Source: an optimization exercise on an open RTL-to-GDS flow (aim: small area). Production flows keep margins and buffers that such runs may drop. Only simulation tests tie the RTL to the original design; equivalence was not proved. Power figures rest on the tool's default switching activity, not on a simulated workload.

Design udp_rx, start of the top module:
module udp_rx #(
    parameter       BOARD_MAC   =   48'h00_11_22_33_44_55       ,
    parameter       BOARD_IP    =   {8'd192,8'd168,8'd1,8'd10}  ,
    parameter       BOARD_PORT  =   16'd1234
)(
    input                           clk                         ,
    input                           rst_n                       ,
    input                           gmii_rx_dv                  ,
    input           [7 : 0]         gmii_rxd                    ,
    input           [31 : 0]        crc_out                     ,
    output  reg     [7 : 0]         crc_data                    ,
    output  reg                     crc_en                      ,
    output  reg                     crc_clr                     ,
    output  reg     [1 : 0]         eth_rx_type                 ,
    output  reg                     rx_done                     ,
    output  reg     [ 7 : 0]        iudp_rx_data                ,
    output  reg                     iudp_rx_data_vld            ,
    output  reg     [15 : 0]        iudp_data_length            ,
    output  reg     [31 : 0]        data_checksum               ,
    output  reg     [7 : 0]         icmp_rx_type                ,
    output  reg     [7 : 0]         icmp_rx_code                ,
    output  reg     [15 : 0]        icmp_rx_id                  ,
    output  reg     [15 : 0]        icmp_rx_seq                 ,
    output  reg     [47 : 0]        src_mac                     ,
    output  reg     [31 : 0]        src_ip                      ,
    output  reg                     arp_rx_type
);
Size: about 1200 cells after synthesis, about 240 I/O pins.
export LEC_CHECK = 0
export CAP_MARGIN = 0
export CORE_MARGIN = 2
export CORE_UTILIZATION = 65
export PLACE_DENSITY = 0.75
export SLEW_MARGIN = 0
create_clock -name core_clock -period 8.0 [get_ports {clk}]
standard.sh (not shown) runs the stock make flow with config.mk's settings and CLKGATE_MAP_FILE= SYNTH_SCRIPT=/design/flow/synth_recipe.tcl, a recipe that flattens the netlist after the stock synthesis.
==> flow/flow/run.sh <==
#!/bin/bash
# Standard ORFS synthesis, then an area-oriented ABC re-mapping of the
# combinational logic (registers untouched; several random seeds, smallest
# kept), then the standard layout with small port buffers and a leaner
# clock tree.
set -euo pipefail
HERE=$(pwd)
R=$HERE/orfs/results/sky130hd/udp_rx/base
LIB=$FLOW_HOME/platforms/sky130hd/lib/sky130_fd_sc_hd__tt_025C_1v80.lib
YOSYS=$(command -v yosys || echo $FLOW_HOME/../tools/install/yosys/bin/yosys)
SEEDS="0 1 2 3 4 5 6 7"

bash standard.sh synth > standard_synth.log 2>&1

cp $R/1_2_yosys.v $HERE/std_1_2_yosys.v
FFS=$(grep -o 'sky130_fd_sc_hd__[a-z0-9_]*' $R/1_2_yosys.v | sort -u | grep -E '__(df|edf|sdf|dl|conb)' | tr '\n' ' ')
for s in $SEEDS; do
  sed "s/@SEED@/$s/" flow/abc_remap.script > abc_remap_$s.script
  cat > remap_$s.ys <<EOY
read_liberty -ignore_miss_func -ignore_miss_data_latch $LIB
blackbox $FFS
read_verilog $HERE/std_1_2_yosys.v
hierarchy -top $FLOW_TOP
flatten
opt_clean -purge
abc -dont_use sky130_fd_sc_hd__probe_p_8 -dont_use sky130_fd_sc_hd__probec_p_8 -dont_use sky130_fd_sc_hd__lpflow_* -liberty $LIB -script $HERE/abc_remap_$s.script
opt_clean -purge
setundef -zero
hilomap -singleton -hicell sky130_fd_sc_hd__conb_1 HI -locell sky130_fd_sc_hd__conb_1 LO
splitnets
opt_clean -purge
rename -enumerate -pattern remap_n% w:*:* w:*/*
rename -enumerate -pattern remap_c% c:*:* c:*/*
rename -enumerate -pattern remap_w% w:*.*
tee -o remap_area_$s.txt stat -liberty $LIB
write_verilog -noattr -nohex -nodec $HERE/remap_$s.v
EOY
  ( $YOSYS -l remap_yosys_$s.log remap_$s.ys > /dev/null 2>&1 || true ) &
  while [[ $(jobs -r | wc -l) -ge 4 ]]; do sleep 1; done
done
wait
best=""; best_area=""
for s in $SEEDS; do
  a=$(grep 'Chip area' remap_area_$s.txt 2>/dev/null | awk '{print $NF}')
  [[ -n "$a" && -s remap_$s.v ]] || continue
  echo "seed $s area $a" >> remap_choice.log
  if [[ -z "$best" ]] || awk "BEGIN{exit !($a < $best_area)}"; then best=$s; best_area=$a; fi
done
if [[ -n "$best" ]]; then
  echo "chosen seed $best area $best_area" >> remap_choice.log
  cp remap_$best.v $R/1_2_yosys.v
  rm -f $R/1_synth.odb $R/1_synth.sdc
else
  echo "remap failed; keeping the standard netlist" >> remap_choice.log
fi

bash standard.sh \
  BUFFER_PORTS_ARGS="-buffer_cell sky130_fd_sc_hd__buf_1" \
  CTS_ARGS="-sink_clustering_enable -repair_clock_nets -dont_use_dummy_load -buf_list sky130_fd_sc_hd__clkbuf_8 -sink_clustering_size 17 -sink_clustering_max_diameter 100" \
  finish > standard.log 2>&1
==> flow/flow/abc_remap.script <==
strash
&get -n
&deepsyn -T 60 -S @SEED@
&dch -f
&nf -R 1000
&put
Next try:
--- a/flow/flow/run.sh
+++ b/flow/flow/run.sh
@@ -58,3 +58,3 @@
   BUFFER_PORTS_ARGS="-buffer_cell sky130_fd_sc_hd__buf_1" \
-  CTS_ARGS="-sink_clustering_enable -repair_clock_nets -dont_use_dummy_load -buf_list sky130_fd_sc_hd__clkbuf_8 -sink_clustering_size 17 -sink_clustering_max_diameter 100" \
+  CTS_ARGS="-sink_clustering_enable -repair_clock_nets -dont_use_dummy_load -buf_list sky130_fd_sc_hd__clkbuf_8 -sink_clustering_size 16 -sink_clustering_max_diameter 100" \
   finish > standard.log 2>&1
CORE_UTILIZATION = 72   (was 65)
PLACE_DENSITY = 0.8   (was 0.75)
The new run finished clean; worst setup slack loses 0.22 ns; die area drops by 9.5%; count of clock-buffer cells in the layout came out higher by 2; sequential cell count is unchanged; wire length went up by about 5%; power increases by about 0.9%; global-route usage went up by 4.5 points; hold slack gets better by 0.0069 ns; sequential share of layout area is about the same.
Next try:
CORE_UTILIZATION = 65   (was 72)
GPL_TIMING_DRIVEN = 0   (was default)
PLACE_DENSITY = 0.75   (was 0.8)
The changed run finished clean.
Combinational power is lower by 19%.
Count of clock-buffer cells in the layout is unchanged.
Synthesized area is unchanged.
Final area is about the same.
Setup slack gains 0.14 ns.
Sequential cell count stays the same.
First-iteration DRC count is lower by 15%.
Non-clock buffer count is lower by 21.
Clock skew is higher by 0.029 ns.
Hold slack loses 0.0081 ns.
Next try:
==> flow/flow/run.sh (replaced) <==
#!/bin/bash
# Standard ORFS synthesis, then an area-oriented ABC re-mapping of the
# combinational logic (registers untouched), then the standard layout with
# small port buffers and a leaner clock tree.
set -euo pipefail
HERE=$(pwd)
R=$HERE/orfs/results/sky130hd/udp_rx/base
LIB=$FLOW_HOME/platforms/sky130hd/lib/sky130_fd_sc_hd__tt_025C_1v80.lib
YOSYS=$(command -v yosys || echo $FLOW_HOME/../tools/install/yosys/bin/yosys)

bash standard.sh synth > standard_synth.log 2>&1

cp $R/1_2_yosys.v $HERE/std_1_2_yosys.v
FFS=$(grep -o 'sky130_fd_sc_hd__[a-z0-9_]*' $R/1_2_yosys.v | sort -u | grep -E '__(df|edf|sdf|dl|conb)' | tr '\n' ' ')
cat > remap.ys <<EOY
read_liberty -ignore_miss_func -ignore_miss_data_latch $LIB
blackbox $FFS
read_verilog $HERE/std_1_2_yosys.v
hierarchy -top $FLOW_TOP
flatten
opt_clean -purge
abc -dont_use sky130_fd_sc_hd__probe_p_8 -dont_use sky130_fd_sc_hd__probec_p_8 -dont_use sky130_fd_sc_hd__lpflow_* -liberty $LIB -script $HERE/flow/abc_remap.script
opt_clean -purge
setundef -zero
hilomap -singleton -hicell sky130_fd_sc_hd__conb_1 HI -locell sky130_fd_sc_hd__conb_1 LO
splitnets
opt_clean -purge
rename -enumerate -pattern remap_n% w:*:* w:*/*
rename -enumerate -pattern remap_c% c:*:* c:*/*
rename -enumerate -pattern remap_w% w:*.*
stat -liberty $LIB
write_verilog -noattr -nohex -nodec $R/1_2_yosys.v
EOY
$YOSYS -l remap_yosys.log remap.ys > /dev/null 2>&1
rm -f $R/1_synth.odb $R/1_synth.sdc

bash standard.sh \
  BUFFER_PORTS_ARGS="-buffer_cell sky130_fd_sc_hd__buf_1" \
  CTS_ARGS="-sink_clustering_enable -repair_clock_nets -dont_use_dummy_load -buf_list sky130_fd_sc_hd__clkbuf_16 -sink_clustering_size 30 -sink_clustering_max_diameter 80" \
  finish > standard.log 2>&1
==> flow/flow/abc_remap.script (replaced) <==
strash
&get -n
&deepsyn -T 60
&dch -f
&nf -R 1000
&put
CORE_UTILIZATION = 40   (was 65)
GPL_TIMING_DRIVEN = default   (was 0)
PLACE_DENSITY = default   (was 0.75)
What happened: Power climbs by about 4.5%. Die area is higher by about 60%. Hold slack hardly moves. Combinational power rose by 28%. Via count went down by about 2.1%. Worst setup slack is better by 0.058 ns. Cell area increases by about 2%.


The RTL this note starts from:
==> flow/design.v <==
module udp_rx #(
    parameter       BOARD_MAC   =   48'h00_11_22_33_44_55       ,
    parameter       BOARD_IP    =   {8'd192,8'd168,8'd1,8'd10}  ,
    parameter       BOARD_PORT  =   16'd1234
)(
    input                           clk                         ,
    input                           rst_n                       ,
    input                           gmii_rx_dv                  ,
    input           [7 : 0]         gmii_rxd                    ,
    input           [31 : 0]        crc_out                     ,
    output  reg     [7 : 0]         crc_data                    ,
    output  reg                     crc_en                      ,
    output  reg                     crc_clr                     ,
    output  reg     [1 : 0]         eth_rx_type                 ,
    output  reg                     rx_done                     ,
    output  reg     [ 7 : 0]        iudp_rx_data                ,
    output  reg                     iudp_rx_data_vld            ,
    output  reg     [15 : 0]        iudp_data_length            ,
    output  reg     [31 : 0]        data_checksum               ,
    output  reg     [7 : 0]         icmp_rx_type                ,
    output  reg     [7 : 0]         icmp_rx_code                ,
    output  reg     [15 : 0]        icmp_rx_id                  ,
    output  reg     [15 : 0]        icmp_rx_seq                 ,
    output  reg     [47 : 0]        src_mac                     ,
    output  reg     [31 : 0]        src_ip                      ,
    output  reg                     arp_rx_type
);
    localparam [2:0] IDLE      = 3'd0;
    localparam [2:0] ETH_HEAD  = 3'd1;
    localparam [2:0] IP_HEAD   = 3'd2;
    localparam [2:0] IUDP_HEAD = 3'd3;
    localparam [2:0] IUDP_DATA = 3'd4;
    localparam [2:0] ARP_DATA  = 3'd5;
    localparam [2:0] CRC       = 3'd6;
    localparam [2:0] RX_END    = 3'd7;
    reg     [2:0]   state_c, state_n;
    reg             start;
    reg     [2:0]   pre_cnt;         
    reg     [7:0]   rxd_r0;          
    reg             dv_r0;
    reg     [15:0]  cnt;
    reg             error_flag;
    reg             mac_uc, mac_bc;  
    reg             hdr_ok;          
    reg             op_b1;           
    reg     [79:0]  arp_sh;          
    wire    [3:0]   ihl = arp_sh[71:68];
    reg     [23:0]  des_crc;
    wire    [7:0]   rxd_r1 = crc_data;
    wire    st_idle = (state_c == IDLE);
    wire    st_eth  = (state_c == ETH_HEAD);
    wire    st_ip   = (state_c == IP_HEAD);
    wire    st_uh   = (state_c == IUDP_HEAD);
    wire    st_data = (state_c == IUDP_DATA);
    wire    st_arp  = (state_c == ARP_DATA);
    wire    st_crc  = (state_c == CRC);
    wire    st_end  = (state_c == RX_END);
    wire    add_cnt = dv_r0 && !st_idle && !st_end;
    wire    [15:0] cnt_p1 = cnt + 16'd1;
    reg     end_hit;
    always @(*) begin
        case (state_c)
            ETH_HEAD  : end_hit = (cnt == 16'd13);
            IP_HEAD   : end_hit = (cnt_p1 == {10'd0, ihl, 2'd0});
            IUDP_HEAD : end_hit = (cnt == 16'd7);
            IUDP_DATA : end_hit = iudp_rx_data_vld && (cnt_p1 == iudp_data_length);
            ARP_DATA  : end_hit = (cnt == 16'd45);
            CRC       : end_hit = iudp_rx_data_vld ? (iudp_data_length == 16'd1) : (cnt == 16'd3);
            default   : end_hit = 1'b0;
        endcase
    end
    wire    end_cnt = add_cnt && end_hit;
    always @(*) begin
        state_n = state_c;
        case (state_c)
            IDLE      : if (start) state_n = ETH_HEAD;
            ETH_HEAD  : if (error_flag) state_n = RX_END;
                        else if (end_cnt) state_n = (eth_rx_type == 2'd1) ? ARP_DATA : IP_HEAD;
            IP_HEAD   : if (error_flag) state_n = RX_END;
                        else if (end_cnt) state_n = IUDP_HEAD;
            IUDP_HEAD : if (end_cnt) state_n = IUDP_DATA;
            IUDP_DATA : if (end_cnt) state_n = CRC;
            ARP_DATA  : if (error_flag) state_n = RX_END;
                        else if (end_cnt) state_n = CRC;
            CRC       : if (end_cnt) state_n = RX_END;
            RX_END    : if (!gmii_rx_dv) state_n = IDLE;
        endcase
    end
    always @(posedge clk) begin
        if (!rst_n) state_c <= IDLE;
        else        state_c <= state_n;
    end
    always @(posedge clk) begin
        rxd_r0   <= gmii_rxd;
        dv_r0    <= gmii_rx_dv;
        crc_data <= rxd_r0;
        if (gmii_rx_dv && gmii_rxd == 8'h55)
            pre_cnt <= (pre_cnt == 3'd7) ? 3'd7 : pre_cnt + 3'd1;
        else
            pre_cnt <= 3'd0;
    end
    always @(posedge clk) begin
        if (!rst_n)
            start <= 1'b0;
        else if (st_idle)
            start <= gmii_rx_dv && (gmii_rxd == 8'hD5) && (pre_cnt == 3'd7);
    end
    always @(posedge clk) begin
        if (add_cnt && !end_cnt) cnt <= cnt_p1;
        else                     cnt <= 16'd0;
    end
    reg [7:0] mac_byte;
    always @(*) begin
        case (cnt[2:0])
            3'd0: mac_byte = BOARD_MAC[47:40];
            3'd1: mac_byte = BOARD_MAC[39:32];
            3'd2: mac_byte = BOARD_MAC[31:24];
            3'd3: mac_byte = BOARD_MAC[23:16];
            3'd4: mac_byte = BOARD_MAC[15:8];
            default: mac_byte = BOARD_MAC[7:0];
        endcase
    end
    always @(posedge clk) begin
        if (st_eth && add_cnt && cnt < 16'd6) begin
            mac_uc <= (mac_uc || cnt == 16'd0) && (rxd_r0 == mac_byte);
            mac_bc <= (mac_bc || cnt == 16'd0) && (rxd_r0 == 8'hFF);
        end
    end
    always @(*) begin
        case (state_c)
            ETH_HEAD : error_flag = (cnt == 16'd7  && !(mac_uc || mac_bc)) ||
                                    (cnt == 16'd13 && {rxd_r1, rxd_r0} != 16'h0800 && {rxd_r1, rxd_r0} != 16'h0806);
            IP_HEAD  : error_flag = (cnt == 16'd10 && rxd_r1 != 8'd17 && rxd_r1 != 8'd1) ||
                                    (cnt == 16'd19 && !(hdr_ok && {rxd_r1, rxd_r0} == BOARD_IP[15:0]));
            ARP_DATA : error_flag = (cnt == 16'd28 && !(hdr_ok && rxd_r1 == BOARD_IP[7:0]));
            default  : error_flag = 1'b0;
        endcase
    end
    always @(posedge clk) begin
        if (!rst_n)
            eth_rx_type <= 2'd0;
        else if (st_eth && add_cnt && cnt == 16'd12)
            eth_rx_type <= ({rxd_r0, gmii_rxd} == 16'h0806) ? 2'd1 : 2'd0;
        else if (st_ip && add_cnt && cnt == 16'd9) begin
            if (rxd_r0 == 8'd17)     eth_rx_type <= 2'd3;
            else if (rxd_r0 == 8'd1) eth_rx_type <= 2'd2;
        end
    end
    always @(posedge clk) begin
        if (st_ip && add_cnt && cnt == 16'd17)
            hdr_ok <= ({rxd_r1, rxd_r0} == BOARD_IP[31:16]);
        else if (st_arp && add_cnt && cnt == 16'd7)
            hdr_ok <= ({rxd_r1, rxd_r0} == 16'd1) || ({rxd_r1, rxd_r0} == 16'd2);
        else if (st_arp && add_cnt && cnt == 16'd25)
            hdr_ok <= hdr_ok && ({rxd_r1, rxd_r0} == BOARD_IP[31:16]);
        else if (st_arp && add_cnt && cnt == 16'd26)
            hdr_ok <= hdr_ok && (rxd_r0 == BOARD_IP[15:8]);
        if (st_arp && add_cnt && cnt == 16'd7)
            op_b1 <= rxd_r0[1];
    end
    always @(posedge clk) begin
        if (!rst_n)
            iudp_data_length <= 16'd0;
        else if (st_ip && add_cnt && cnt == 16'd4)
            iudp_data_length <= {arp_sh[79:72], rxd_r1} - {10'd0, ihl, 2'd0} - 16'd8;
    end
    always @(posedge clk) begin
        if (!rst_n) begin
            icmp_rx_type <= 8'd0;
            icmp_rx_code <= 8'd0;
            icmp_rx_id   <= 16'd0;
            icmp_rx_seq  <= 16'd0;
        end
        else if (st_uh && add_cnt && eth_rx_type == 2'd2) begin
            case (cnt)
                16'd0 : icmp_rx_type <= rxd_r0;
                16'd1 : icmp_rx_code <= rxd_r0;
                16'd5 : icmp_rx_id   <= {rxd_r1, rxd_r0};
                16'd7 : icmp_rx_seq  <= {rxd_r1, rxd_r0};
                default: ;
            endcase
        end
    end
    always @(posedge clk) begin
        if (st_data) iudp_rx_data <= rxd_r0;
        iudp_rx_data_vld <= st_data;
        crc_clr <= st_idle;
        crc_en  <= !st_idle && !st_end && !st_crc;
    end
    always @(posedge clk) begin
        if (!rst_n)
            des_crc <= 24'hff_ff_ff;
        else if (add_cnt && st_crc)
            des_crc <= {rxd_r0, des_crc[23:8]};
    end
    wire arp_shift = st_arp && add_cnt && cnt >= 16'd8 && cnt <= 16'd17;
    always @(posedge clk) begin
        if (arp_shift)
            arp_sh[79:32] <= arp_sh[71:24];
        else begin
            if (st_ip && add_cnt && cnt == 16'd3)
                arp_sh[79:72] <= rxd_r1;
            if (st_ip && add_cnt && cnt == 16'd0)
                arp_sh[71:68] <= rxd_r0[3:0];
        end
    end
    always @(posedge clk) begin
        if (!rst_n || st_end)
            arp_sh[31:0] <= 32'd0;
        else if (arp_shift)
            arp_sh[31:0] <= {arp_sh[23:0], rxd_r0};
        else if (st_data && add_cnt && eth_rx_type == 2'd2) begin
            if (end_cnt && iudp_data_length[0])
                arp_sh[31:0] <= arp_sh[31:0] + {24'd0, rxd_r0};
            else if (cnt[0])
                arp_sh[31:0] <= arp_sh[31:0] + {16'd0, rxd_r1, rxd_r0};
        end
    end
    always @(posedge clk) begin
        if (!rst_n) begin
            rx_done       <= 1'b0;
            src_mac       <= 48'd0;
            src_ip        <= 32'd0;
            arp_rx_type   <= 1'b0;
            data_checksum <= 32'd0;
        end
        else if (st_crc && end_cnt && ({rxd_r0, des_crc} == crc_out)) begin
            if (eth_rx_type == 2'd1) begin
                src_mac     <= arp_sh[79:32];
                src_ip      <= arp_sh[31:0];
                arp_rx_type <= op_b1;
            end
            else if (eth_rx_type == 2'd2)
                data_checksum <= arp_sh[31:0];
            rx_done <= 1'b1;
        end
        else
            rx_done <= 1'b0;
    end
endmodule
clock: 8.0 ns
lec_check: 0
cap_margin: 0
core_margin: 2
core_utilization: 40
slew_margin: 0
==> flow/flow/run.sh <==
#!/bin/bash
# Standard ORFS synthesis, then an area-oriented ABC re-mapping of the
# combinational logic (registers untouched), then the standard layout with
# small port buffers and a leaner clock tree.
set -euo pipefail
HERE=$(pwd)
R=$HERE/orfs/results/sky130hd/udp_rx/base
LIB=$FLOW_HOME/platforms/sky130hd/lib/sky130_fd_sc_hd__tt_025C_1v80.lib
YOSYS=$(command -v yosys || echo $FLOW_HOME/../tools/install/yosys/bin/yosys)

bash standard.sh synth > standard_synth.log 2>&1

cp $R/1_2_yosys.v $HERE/std_1_2_yosys.v
FFS=$(grep -o 'sky130_fd_sc_hd__[a-z0-9_]*' $R/1_2_yosys.v | sort -u | grep -E '__(df|edf|sdf|dl|conb)' | tr '\n' ' ')
cat > remap.ys <<EOY
read_liberty -ignore_miss_func -ignore_miss_data_latch $LIB
blackbox $FFS
read_verilog $HERE/std_1_2_yosys.v
hierarchy -top $FLOW_TOP
flatten
opt_clean -purge
abc -dont_use sky130_fd_sc_hd__probe_p_8 -dont_use sky130_fd_sc_hd__probec_p_8 -dont_use sky130_fd_sc_hd__lpflow_* -liberty $LIB -script $HERE/flow/abc_remap.script
opt_clean -purge
setundef -zero
hilomap -singleton -hicell sky130_fd_sc_hd__conb_1 HI -locell sky130_fd_sc_hd__conb_1 LO
splitnets
opt_clean -purge
rename -enumerate -pattern remap_n% w:*:* w:*/*
rename -enumerate -pattern remap_c% c:*:* c:*/*
rename -enumerate -pattern remap_w% w:*.*
stat -liberty $LIB
write_verilog -noattr -nohex -nodec $R/1_2_yosys.v
EOY
$YOSYS -l remap_yosys.log remap.ys > /dev/null 2>&1
rm -f $R/1_synth.odb $R/1_synth.sdc

bash standard.sh \
  BUFFER_PORTS_ARGS="-buffer_cell sky130_fd_sc_hd__buf_1" \
  CTS_ARGS="-sink_clustering_enable -repair_clock_nets -dont_use_dummy_load -buf_list sky130_fd_sc_hd__clkbuf_8 -sink_clustering_size 16 -sink_clustering_max_diameter 60" \
  finish > standard.log 2>&1
==> flow/flow/abc_remap.script <==
strash
&get -n
&deepsyn -T 60
&dch -f
&nf -R 1000
&put
The starting point ran to the end with no violations.
Change:
--- a/flow/config.mk
+++ b/flow/config.mk
@@ -10 +10,2 @@
-export CORE_UTILIZATION = 40
+export CORE_UTILIZATION = 65
+export PLACE_DENSITY = 0.75
The new run passed the timing, DRC and antenna checks.
Core utilization is higher by 28 points.
Die area went down by well over a third.
Setup slack got worse by 70 ps.
Change:
--- a/flow/flow/run.sh
+++ b/flow/flow/run.sh
@@ -3,2 +3,3 @@
-# combinational logic (registers untouched), then the standard layout with
-# small port buffers and a leaner clock tree.
+# combinational logic (registers untouched; several random seeds, smallest
+# kept), then the standard layout with small port buffers and a leaner
+# clock tree.
@@ -9,0 +11 @@
+SEEDS="0 1 2 3 4 5 6 7"
@@ -15 +17,3 @@
-cat > remap.ys <<EOY
+for s in $SEEDS; do
+  sed "s/@SEED@/$s/" flow/abc_remap.script > abc_remap_$s.script
+  cat > remap_$s.ys <<EOY
@@ -22 +26 @@
-abc -dont_use sky130_fd_sc_hd__probe_p_8 -dont_use sky130_fd_sc_hd__probec_p_8 -dont_use sky130_fd_sc_hd__lpflow_* -liberty $LIB -script $HERE/flow/abc_remap.script
+abc -dont_use sky130_fd_sc_hd__probe_p_8 -dont_use sky130_fd_sc_hd__probec_p_8 -dont_use sky130_fd_sc_hd__lpflow_* -liberty $LIB -script $HERE/abc_remap_$s.script
@@ -31,2 +35,2 @@
-stat -liberty $LIB
-write_verilog -noattr -nohex -nodec $R/1_2_yosys.v
+tee -o remap_area_$s.txt stat -liberty $LIB
+write_verilog -noattr -nohex -nodec $HERE/remap_$s.v
@@ -34,2 +38,18 @@
-$YOSYS -l remap_yosys.log remap.ys > /dev/null 2>&1
-rm -f $R/1_synth.odb $R/1_synth.sdc
+  ( $YOSYS -l remap_yosys_$s.log remap_$s.ys > /dev/null 2>&1 || true ) &
+  while [[ $(jobs -r | wc -l) -ge 4 ]]; do sleep 1; done
+done
+wait
+best=""; best_area=""
+for s in $SEEDS; do
+  a=$(grep 'Chip area' remap_area_$s.txt 2>/dev/null | awk '{print $NF}')
+  [[ -n "$a" && -s remap_$s.v ]] || continue
+  echo "seed $s area $a" >> remap_choice.log
+  if [[ -z "$best" ]] || awk "BEGIN{exit !($a < $best_area)}"; then best=$s; best_area=$a; fi
+done
+if [[ -n "$best" ]]; then
+  echo "chosen seed $best area $best_area" >> remap_choice.log
+  cp remap_$best.v $R/1_2_yosys.v
+  rm -f $R/1_synth.odb $R/1_synth.sdc
+else
+  echo "remap failed; keeping the standard netlist" >> remap_choice.log
+fi
@@ -39 +59 @@
-  CTS_ARGS="-sink_clustering_enable -repair_clock_nets -dont_use_dummy_load -buf_list sky130_fd_sc_hd__clkbuf_8 -sink_clustering_size 16 -sink_clustering_max_diameter 60" \
+  CTS_ARGS="-sink_clustering_enable -repair_clock_nets -dont_use_dummy_load -buf_list sky130_fd_sc_hd__clkbuf_8 -sink_clustering_size 16 -sink_clustering_max_diameter 100" \
==> flow/flow/abc_remap.script (replaced) <==
strash
&get -n
&deepsyn -T 60 -S @SEED@
&dch -f
&nf -R 1000
&put
The new run completed with no timing, DRC or antenna violations. Cell area stays flat. Power shrinks slightly. Worst hold slack barely changes. Sequential share of layout area barely changes. Synthesized area stays the same. Setup slack improves by 44 ps. Routed wire length shrinks slightly.
Change:
--- a/flow/config.mk
+++ b/flow/config.mk
@@ -10,2 +10,2 @@
-export CORE_UTILIZATION = 65
-export PLACE_DENSITY = 0.75
+export CORE_UTILIZATION = 80
+export PLACE_DENSITY = 0.88
The changed run never finished: it broke off in 5_1_grt on GRT-0232.
Synthesized area does not change.
Synthesized cell count does not change.
Change:
--- a/flow/flow/run.sh
+++ b/flow/flow/run.sh
@@ -59 +59 @@
-  CTS_ARGS="-sink_clustering_enable -repair_clock_nets -dont_use_dummy_load -buf_list sky130_fd_sc_hd__clkbuf_8 -sink_clustering_size 16 -sink_clustering_max_diameter 100" \
+  CTS_ARGS="-sink_clustering_enable -repair_clock_nets -dont_use_dummy_load -buf_list sky130_fd_sc_hd__clkbuf_8 -sink_clustering_size 16 -sink_clustering_max_diameter 140" \
--- a/flow/config.mk
+++ b/flow/config.mk
@@ -10,2 +10,2 @@
-export CORE_UTILIZATION = 80
-export PLACE_DENSITY = 0.88
+export CORE_UTILIZATION = 65
+export PLACE_DENSITY = 0.75
What happened: With this change the flow ran to the end with no violations. Area after synthesis is unchanged. Synthesized cell count does not change.

re-timing with driven ports:
In the flow no input, the clock included, has a driving cell. The finished layouts below were timed again as built, in two steps. Step 1 (the two cells are an assumption about what drives the block):
set clk [get_ports {clk}]
set_driving_cell -lib_cell sky130_fd_sc_hd__clkbuf_16 $clk
set_driving_cell -lib_cell sky130_fd_sc_hd__buf_2 [delete_from_list [all_inputs] $clk]
Step 2 also shifts input and output timing later by t, the mid clock arrival at the registers, as if the neighbouring blocks saw the same clock. Three values: no drivers, after step 1, after step 2; two values: the first two.
run | t (ns) | setup slack, ns | hold slack, ns | worst setup path after step 2 | pins driven straight from the clock port
the first run of note 1 | 0.601 | 0.592 / 0.592 / 0.592 | 0.456 / 0.456 / 0.456 | register to register | 1
the second run of note 1 | 0.599 | 0.372 / 0.372 / 0.372 | 0.462 / 0.462 / 0.462 | register to register | 1
the third run of note 1 | 0.589 | 0.509 / 0.509 / 0.509 | 0.454 / 0.454 / 0.454 | register to register | 1
the fourth run of note 1 | 0.558 | 0.567 / 0.567 / 0.567 | 0.454 / 0.454 / 0.454 | register to register | 1
the first run of note 2 | 0.613 | 0.589 / 0.589 / 0.589 | 0.391 / 0.391 / 0.391 | register to register | 1
the second run of note 2 | 0.597 | 0.519 / 0.519 / 0.519 | 0.454 / 0.454 / 0.454 | register to register | 1
the third run of note 2 | 0.592 | 0.562 / 0.562 / 0.562 | 0.456 / 0.456 / 0.456 | register to register | 1
the fifth run of note 2 | 0.592 | 0.562 / 0.562 / 0.562 | 0.456 / 0.456 / 0.456 | register to register | 1
After both steps setup and hold are still met in every run listed.
